From an optimization exercise on the open Yosys and OpenROAD flow, aimed at small area, a short achievable clock period and few clock cycles; shortcuts taken in it are not production practice. RTL that was checked went through simulation tests only; none was proved equivalent to the original.

==> exp/ember <==
==> flow/design.v <==
package calc_pkg;
    typedef struct packed {
        logic on;
        logic off;
        logic mem_rc;
        logic mem_sub;
        logic mem_add;
        logic op_percent;
        logic op_sqrt;
        logic op_div;
        logic op_mul;
        logic op_sub;
        logic op_add;
        logic op_eq;
        logic dot;
        logic num_1;
        logic num_2;
        logic num_3;
        logic num_4;
        logic num_5;
        logic num_6;
        logic num_7;
        logic num_8;
        logic num_9;
        logic num_0;
    } buttons_t;
    typedef enum logic [4:0] {
        B_NONE,          
        B_ON,            
        B_OFF,           
        B_MEM_RC,        
        B_MEM_SUB,       
        B_MEM_ADD,       
        B_OP_PERCENT,    
        B_OP_SQRT,       
        B_OP_DIV,        
        B_OP_MUL,        
        B_OP_SUB,        
        B_OP_ADD,        
        B_OP_EQ,         
        B_DOT,           
        B_NUM_1,         
        B_NUM_2,         
        B_NUM_3,         
        B_NUM_4,         
        B_NUM_5,         
        B_NUM_6,         
        B_NUM_7,         
        B_NUM_8,         
        B_NUM_9,         
        B_NUM_0,         
        B_UNKNOWN        
    } active_button_t;
    function automatic logic isNumberButton(active_button_t active_button);
        isNumberButton = ((active_button >= calc_pkg::B_NUM_1) && (active_button <= calc_pkg::B_NUM_0));
    endfunction
    function automatic logic isOpButton(active_button_t active_button);
        isOpButton = ((active_button >= calc_pkg::B_OP_DIV) && (active_button <= calc_pkg::B_OP_ADD));
    endfunction
    function automatic logic isEqButton(active_button_t active_button);
        isEqButton = (active_button == calc_pkg::B_OP_EQ);
    endfunction
    function automatic logic isDotButton(active_button_t active_button);
        isDotButton = (active_button == calc_pkg::B_DOT);
    endfunction
    typedef logic [3:0] bcd_t;
    function automatic logic [6:0] bcd2segments(bcd_t bcd);
        unique case (bcd)
            4'd0: bcd2segments = 7'b1111110;
            4'd1: bcd2segments = 7'b0110000;
            4'd2: bcd2segments = 7'b1101101;
            4'd3: bcd2segments = 7'b1111001;
            4'd4: bcd2segments = 7'b0110011;
            4'd5: bcd2segments = 7'b1011011;
            4'd6: bcd2segments = 7'b1011111;
            4'd7: bcd2segments = 7'b1110000;
            4'd8: bcd2segments = 7'b1111111;
            4'd9: bcd2segments = 7'b1111011;
            default: bcd2segments = 7'bxxxxxxx;
        endcase
    endfunction
    typedef enum logic [1:0] {
        OP_NONE,
        OP_ADD,
        OP_MUL,
        OP_DIV
    } op_t;
    function automatic op_t button2op(active_button_t active_button);
        unique case (active_button)
            calc_pkg::B_OP_DIV: button2op = calc_pkg::OP_DIV;
            calc_pkg::B_OP_MUL: button2op = calc_pkg::OP_MUL;
            calc_pkg::B_OP_SUB: button2op = calc_pkg::OP_ADD;
            calc_pkg::B_OP_ADD: button2op = calc_pkg::OP_ADD;
            default: button2op = calc_pkg::OP_NONE;
        endcase
    endfunction
    function automatic bcd_t button2bcd(active_button_t active_button);
        unique case (active_button)
            calc_pkg::B_NUM_1: button2bcd = 1;
            calc_pkg::B_NUM_2: button2bcd = 2;
            calc_pkg::B_NUM_3: button2bcd = 3;
            calc_pkg::B_NUM_4: button2bcd = 4;
            calc_pkg::B_NUM_5: button2bcd = 5;
            calc_pkg::B_NUM_6: button2bcd = 6;
            calc_pkg::B_NUM_7: button2bcd = 7;
            calc_pkg::B_NUM_8: button2bcd = 8;
            calc_pkg::B_NUM_9: button2bcd = 9;
            calc_pkg::B_NUM_0: button2bcd = 0;
            default: button2bcd = 0;
        endcase
    endfunction
    parameter NumDigits = 8;
    typedef logic unsigned [$clog2(NumDigits)-1:0] exponent_t;
    typedef struct packed {
        logic error;
        logic sign;
        exponent_t exponent;
        bcd_t [NumDigits-1:0] significand;
    } num_t;
    function automatic num_t neg(num_t num);
        neg = num;
        neg.sign = !num.sign;
    endfunction
endpackage
module alu_add (
    input   logic           clk_i,
    input   logic           rst_i,
    input   logic [36:0]    left_i,      
    input   logic [36:0]    right_i,     
    output  logic           in_ready_o,
    input   logic           in_valid_i,
    output  logic [36:0]    result_o,    
    input   logic           out_ready_i,
    output  logic           out_valid_o
);
logic [31:0] sa, sb, big, sml, sml_sh;
logic [2:0]  ea, eb, er, d;
logic        ga, gb, a_ge, g_big, g_sml, sub;
assign sa = left_i[31:0];
assign sb = right_i[31:0];
assign ea = left_i[34:32];
assign eb = right_i[34:32];
assign ga = left_i[35];
assign gb = right_i[35];
assign a_ge   = (ea >= eb);
assign d      = a_ge ? (ea - eb) : (eb - ea);
assign er     = a_ge ? ea : eb;
assign big    = a_ge ? sa : sb;
assign sml    = a_ge ? sb : sa;
assign g_big  = a_ge ? ga : gb;
assign g_sml  = a_ge ? gb : ga;
assign sub    = ga ^ gb;
assign sml_sh = sml >> {d, 2'b00};
logic        cy;
logic [31:0] s;
function automatic logic [3:0] c9(input logic [3:0] y, input logic en);
    c9 = {en ? ~(y[3] | y[2] | y[1]) : y[3], y[2] ^ (en & y[1]), y[1], y[0] ^ en};
endfunction
function automatic logic [3:0] dinc(input logic [3:0] r, input logic c);
    dinc = c ? {(r[3] & ~r[0]) | (r[2] & r[1] & r[0]), r[2] ^ (r[1] & r[0]), (r[1] ^ r[0]) & ~r[3], ~r[0]} : r;
endfunction
logic [3:0] r0 [8];
logic [4:0] z  [8];
logic [7:0] g, p;
always_comb begin
    for (int i = 0; i < 8; i++) begin
        z[i] = 5'(big[4*i +: 4]) + 5'(c9(sml_sh[4*i +: 4], sub));
        g[i] = z[i][4] | (z[i][3] & (z[i][2] | z[i][1]));
        p[i] = ~z[i][4] & z[i][3] & ~z[i][2] & ~z[i][1] & z[i][0];
        r0[i] = g[i] ? {z[i][3] ^ (z[i][2] | z[i][1]), ~(z[i][2] ^ z[i][1]), ~z[i][1], z[i][0]} : z[i][3:0];
    end
end
logic [8:0] c0, c1;
logic [7:0] gg [4];
logic [7:0] pp [4];
always_comb begin
    gg[0] = g; pp[0] = p;
    for (int l = 0; l < 3; l++) begin
        for (int i = 0; i < 8; i++) begin
            if (i >= (1 << l)) begin
                gg[l+1][i] = gg[l][i] | (pp[l][i] & gg[l][i - (1 << l)]);
                pp[l+1][i] = pp[l][i] & pp[l][i - (1 << l)];
            end else begin
                gg[l+1][i] = gg[l][i];
                pp[l+1][i] = pp[l][i];
            end
        end
    end
    c0[0] = 1'b0;
    c1[0] = 1'b1;
    for (int i = 0; i < 8; i++) begin
        c0[i+1] = gg[3][i];
        c1[i+1] = gg[3][i] | pp[3][i];
    end
end
logic        inc, neg;
assign cy  = c0[8];
assign inc = sub & cy;
assign neg = sub & ~cy;
always_comb begin
    for (int i = 0; i < 8; i++)
        s[4*i +: 4] = c9(dinc(r0[i], c0[i] | (inc & c1[i])), neg);
end
logic        shr;
logic [31:0] sig1;
logic [2:0]  exp1;
logic        sgn1, err1;
assign shr  = ~sub & cy;
assign sig1 = shr ? {4'd1, s[31:4]} : s;
assign exp1 = er + 3'(shr);
assign err1 = shr & (er == 3'd7);
assign sgn1 = sub ? (cy ? g_big : g_sml) : ga;
logic        valid_q;
logic [31:0] sig_q;
logic [2:0]  exp_q;
logic        sgn_q, err_q;
assign in_ready_o  = !valid_q || out_ready_i;
assign out_valid_o = valid_q;
always_ff @(posedge clk_i) begin
    if (rst_i)
        valid_q <= 1'b0;
    else if (in_ready_o)
        valid_q <= in_valid_i;
end
always_ff @(posedge clk_i) begin
    if (in_ready_o) begin
        sig_q <= sig1;
        exp_q <= exp1;
        sgn_q <= sgn1;
        err_q <= err1;
    end
end
logic [31:0] n4, n2, n1;
logic [2:0]  e4, e2, e1;
always_comb begin
    n4 = sig_q; e4 = exp_q;
    if (exp_q[2] && sig_q[31:16] == 16'd0) begin
        n4 = {sig_q[15:0], 16'd0};
        e4 = {1'b0, exp_q[1:0]};
    end
    n2 = n4; e2 = e4;
    if (e4 >= 3'd2 && n4[31:24] == 8'd0) begin
        n2 = {n4[23:0], 8'd0};
        e2 = e4 - 3'd2;
    end
    n1 = n2; e1 = e2;
    if (e2 != 3'd0 && n2[31:28] == 4'd0) begin
        n1 = {n2[27:0], 4'd0};
        e1 = e2 - 3'd1;
    end
end
assign result_o = {err_q, sgn_q & (sig_q != 32'd0), e1, n1};
endmodule
==> flow/run.sh <==
#!/bin/bash
# synth_recipe.tcl (not shown) runs the flow's synth.tcl, then flattens the netlist and writes it again
# the make line also repeats each setting of config.mk as NAME=value (left out here)
make -C /OpenROAD-flow-scripts/flow DESIGN_CONFIG=/design/flow/config.mk WORK_HOME=/design/flow/orfs CLKGATE_MAP_FILE= SYNTH_SCRIPT=/design/flow/synth_recipe.tcl finish
==> flow/config.mk <==
export PLATFORM = sky130hd
export DESIGN_NAME = alu_add
export DESIGN_NICKNAME = alu_add
export VERILOG_FILES = /design/flow/design.v
export SDC_FILE = /design/flow/constraint.sdc
export NUM_CORES = 4
export LEC_CHECK = 0
export CAP_MARGIN = 20
export CORE_MARGIN = 2
export CORE_UTILIZATION = 40
export SLEW_MARGIN = 20
==> flow/constraint.sdc <==
create_clock -name core_clock -period 10.0 [get_ports {clk_i}]
set_input_delay 2.0000 -clock core_clock [delete_from_list [all_inputs] [get_ports {clk_i}]]
set_output_delay 2.0000 -clock core_clock [all_outputs]
set_load 0.01 [all_outputs]
==> exp/violet: changes against exp/ember <==
==> flow/design.v, changed modules only <==
module alu_add (
    input   logic           clk_i,
    input   logic           rst_i,
    input   logic [36:0]    left_i,      
    input   logic [36:0]    right_i,     
    output  logic           in_ready_o,
    input   logic           in_valid_i,
    output  logic [36:0]    result_o,    
    input   logic           out_ready_i,
    output  logic           out_valid_o
);
function automatic logic [3:0] c9(input logic [3:0] y, input logic en);
    c9 = {en ? ~(y[3] | y[2] | y[1]) : y[3], y[2] ^ (en & y[1]), y[1], y[0] ^ en};
endfunction
function automatic logic [3:0] dinc(input logic [3:0] r, input logic c);
    dinc = c ? {(r[3] & ~r[0]) | (r[2] & r[1] & r[0]), r[2] ^ (r[1] & r[0]), (r[1] ^ r[0]) & ~r[3], ~r[0]} : r;
endfunction
logic v1_q, v2_q, en1, en2;
assign en2         = !v2_q || out_ready_i;
assign en1         = !v1_q || en2;
assign in_ready_o  = en1;
assign out_valid_o = v2_q;
logic ld1, ld2;
assign ld1 = en1 && in_valid_i;
assign ld2 = en2 && v1_q;
always_ff @(posedge clk_i) begin
    if (rst_i) begin
        v1_q <= 1'b0;
        v2_q <= 1'b0;
    end else begin
        if (en1) v1_q <= in_valid_i;
        if (en2) v2_q <= v1_q;
    end
end
logic [31:0] sa, sb, xa, yb, xb;
logic [2:0]  ea, eb, er, dab, dba, sha, shb;
logic        ga, gb, a_lt, sub;
assign sa = left_i[31:0];
assign sb = right_i[31:0];
assign ea = left_i[34:32];
assign eb = right_i[34:32];
assign ga = left_i[35];
assign gb = right_i[35];
assign a_lt = (ea < eb);
assign dab  = ea - eb;
assign dba  = eb - ea;
assign sha  = a_lt ? dba : 3'd0;
assign shb  = a_lt ? 3'd0 : dab;
assign er   = a_lt ? eb : ea;
assign sub  = ga ^ gb;
assign xa   = sa >> {sha, 2'b00};
always_comb
    for (int i = 0; i < 8; i++)
        yb[4*i +: 4] = c9(sb[4*i +: 4], sub);
always_comb begin
    logic [31:0] t4, t2;
    logic [3:0]  f;
    f  = {sub, 2'b00, sub};
    t4 = shb[2] ? {{4{f}}, yb[31:16]} : yb;
    t2 = shb[1] ? {{2{f}}, t4[31:8]} : t4;
    xb = shb[0] ? {f, t2[31:4]} : t2;
end
logic [4:0] z  [8];
logic [3:0] xk [8];
logic [3:0] xh [8];
logic [4:0] xc [8];
always_comb begin
    for (int i = 0; i < 8; i++) begin
        xk[i] = xa[4*i +: 4] & xb[4*i +: 4];
        xh[i] = xa[4*i +: 4] ^ xb[4*i +: 4];
        xc[i][0] = 1'b0;
        xc[i][1] = xk[i][0];
        xc[i][2] = xk[i][1] | (xh[i][1] & xk[i][0]);
        xc[i][3] = xk[i][2] | (xh[i][2] & xk[i][1]) | (xh[i][2] & xh[i][1] & xk[i][0]);
        xc[i][4] = xk[i][3] | (xh[i][3] & xk[i][2]) | (xh[i][3] & xh[i][2] & xk[i][1])
                 | (xh[i][3] & xh[i][2] & xh[i][1] & xk[i][0]);
        z[i] = {xc[i][4], xh[i] ^ xc[i][3:0]};
    end
end
logic [4:0] z_q [8];
logic [2:0] er_q;
logic       sub_q, ga_q, gb_q;
always_ff @(posedge clk_i) begin
    if (ld1) begin
        for (int i = 0; i < 8; i++) z_q[i] <= z[i];
        er_q   <= er;
        sub_q  <= sub;
        ga_q   <= ga;
        gb_q   <= gb;
    end
end
logic [3:0] r0 [8];
logic [7:0] g, p;
always_comb begin
    for (int i = 0; i < 8; i++) begin
        g[i] = z_q[i][4] | (z_q[i][3] & (z_q[i][2] | z_q[i][1]));
        p[i] = ~z_q[i][4] & z_q[i][3] & ~z_q[i][2] & ~z_q[i][1] & z_q[i][0];
        r0[i] = g[i] ? {z_q[i][3] ^ (z_q[i][2] | z_q[i][1]), ~(z_q[i][2] ^ z_q[i][1]), ~z_q[i][1], z_q[i][0]}
                     : z_q[i][3:0];
    end
end
logic [8:0] c0, c1;
logic [7:0] gg [4];
logic [7:0] pp [4];
always_comb begin
    gg[0] = g; pp[0] = p;
    for (int l = 0; l < 3; l++) begin
        for (int i = 0; i < 8; i++) begin
            if (i >= (1 << l)) begin
                gg[l+1][i] = gg[l][i] | (pp[l][i] & gg[l][i - (1 << l)]);
                pp[l+1][i] = pp[l][i] & pp[l][i - (1 << l)];
            end else begin
                gg[l+1][i] = gg[l][i];
                pp[l+1][i] = pp[l][i];
            end
        end
    end
    c0[0] = 1'b0;
    c1[0] = 1'b1;
    for (int i = 0; i < 8; i++) begin
        c0[i+1] = gg[3][i];
        c1[i+1] = gg[3][i] | pp[3][i];
    end
end
logic        cy, inc, neg, shr;
logic [31:0] s;
assign cy  = c0[8];
assign inc = sub_q & cy;
assign neg = sub_q & ~cy;
assign shr = ~sub_q & cy;
always_comb
    for (int i = 0; i < 8; i++)
        s[4*i +: 4] = dinc(r0[i], c0[i] | (inc & c1[i]));
logic [7:0]  zd;         
logic [7:0]  lzt;        
logic [8:1]  kt;         
logic [2:0]  k;
logic [31:0] m, h4, h2, h1;
always_comb begin
    for (int i = 0; i < 8; i++) begin
        m[4*i +: 4] = c9(s[4*i +: 4], neg);
        zd[i] = (s[4*i +: 4] == {neg, 2'b00, neg});
    end
    lzt[0] = 1'b1;
    for (int j = 1; j <= 7; j++) begin
        lzt[j] = lzt[j-1] & zd[8-j];
        kt[j] = lzt[j] && (er_q >= 3'(j));
    end
    kt[8] = 1'b0;
    k[2] = kt[4];
    k[1] = kt[6] | (kt[2] & ~kt[4]);
    k[0] = kt[7] | (kt[5] & ~kt[6]) | (kt[3] & ~kt[4]) | (kt[1] & ~kt[2]);
    h4 = k[2] ? {m[15:0], 16'd0} : m;
    h2 = k[1] ? {h4[23:0], 8'd0} : h4;
    h1 = k[0] ? {h2[27:0], 4'd0} : h2;
end
logic [36:0] res;
assign res = shr ? {er_q == 3'd7, ga_q, er_q + 3'd1, 4'd1, s[31:4]}
                 : {1'b0, (neg ? gb_q : ga_q) & ~(&zd), er_q - k, h1};
logic [36:0] r2_q;
always_ff @(posedge clk_i)
    if (ld2) r2_q <= res;
assign result_o = r2_q;
endmodule
==> flow/flow/run.sh (new file) <==
#!/bin/bash
# Standard ORFS layout, with three changes: adders are left to abc as plain gates (no
# half/full adder cells), ports are buffered by buf_1 cells instead of clkdlybuf4s50_1,
# and timing repair aims at 5.25 ns of setup slack.
set -euo pipefail
bash standard.sh ADDER_MAP_FILE= 'BUFFER_PORTS_ARGS=-buffer_cell sky130_fd_sc_hd__buf_1' SETUP_SLACK_MARGIN=5.25 finish > standard.log 2>&1
==> flow/standard.sh (new file) <==
#!/bin/bash
# synth_recipe.tcl (not shown) runs the flow's synth.tcl, then flattens the netlist and writes it again
# the make line also repeats each setting of config.mk as NAME=value (left out here)
make -C /OpenROAD-flow-scripts/flow DESIGN_CONFIG=/design/flow/config.mk WORK_HOME=/design/flow/orfs CLKGATE_MAP_FILE= SYNTH_SCRIPT=/design/flow/synth_recipe.tcl "${@:-finish}"
ABC_AREA = 1   (was default)
CAP_MARGIN = 0   (was 20)
CTS_BUF_LIST = sky130_fd_sc_hd__clkbuf_8   (was default)
SLEW_MARGIN = 0   (was 20)
removed: flow/run.sh
==> qor summary <==
Outcome: exp/violet complete, no violations; exp/ember complete, no violations
Post-layout util: exp/violet 46.6%; exp/ember 49.7%
Count of buffers added by post-CTS timing repair for setup: exp/violet 11; exp/ember 0
Die Outline Area: exp/violet 24,100 um^2; exp/ember 20,400 um^2
Clock sink count: exp/violet 85; exp/ember 38
Clock slew at the register clock pins of the worst setup and hold paths: exp/violet 0.08 ns; exp/ember 0.06 ns
Mux share of post-synthesis cell area: exp/violet 0.219%; exp/ember 20.5%
Fraction of synthesized cell area in xor and xnor cells: exp/violet 6.99%; exp/ember 7.35%
Die height: exp/violet 155 um; exp/ember 143 um
PnR worst setup slack: exp/violet 5.37 ns; exp/ember 0.640 ns
Starting density of the core: exp/violet 40.6%; exp/ember 40.9%
Most common library cell in the layout ignoring fill and taps: exp/violet nand2_1; exp/ember clkdlybuf4s50_1
Number of ordinary inverters in the final layout: exp/violet 179; exp/ember 48
Testbench counts of exp/violet, summed over its fixed seeds: cycles 3,216.
Function not checked in exp/ember: the RTL went through the layout flow alone.

## port drivers added, routing unchanged
Ports are ideal in the flow. The routed layouts listed here were re-timed in OpenROAD.
Step 1 assumes that a clkbuf_16 drives the clock port and a buf_2 every other input.
Step 2 also shifts input and output timing later by t, the mid clock arrival at the registers, as if the neighbouring blocks saw the same clock.
a / b / c = ideal ports / drivers / drivers and shift; a / b = the first two.
| run | t (ns) | setup WS [ns] | worst setup path after step 2 | cell pins on the clock port's net |
|---|---|---|---|---|
| exp/ember | 0.316 | 0.640 / 0.654 / 0.338 | input to register | 1 |
| exp/violet | 0.413 | 5.368 / 5.387 / 4.973 | input to register | 1 |
After both steps every run listed still meets setup and hold. For exp/violet, which loses most, drivers alone change the setup slack by +0.019 ns; drivers and shift together by -0.395 ns.
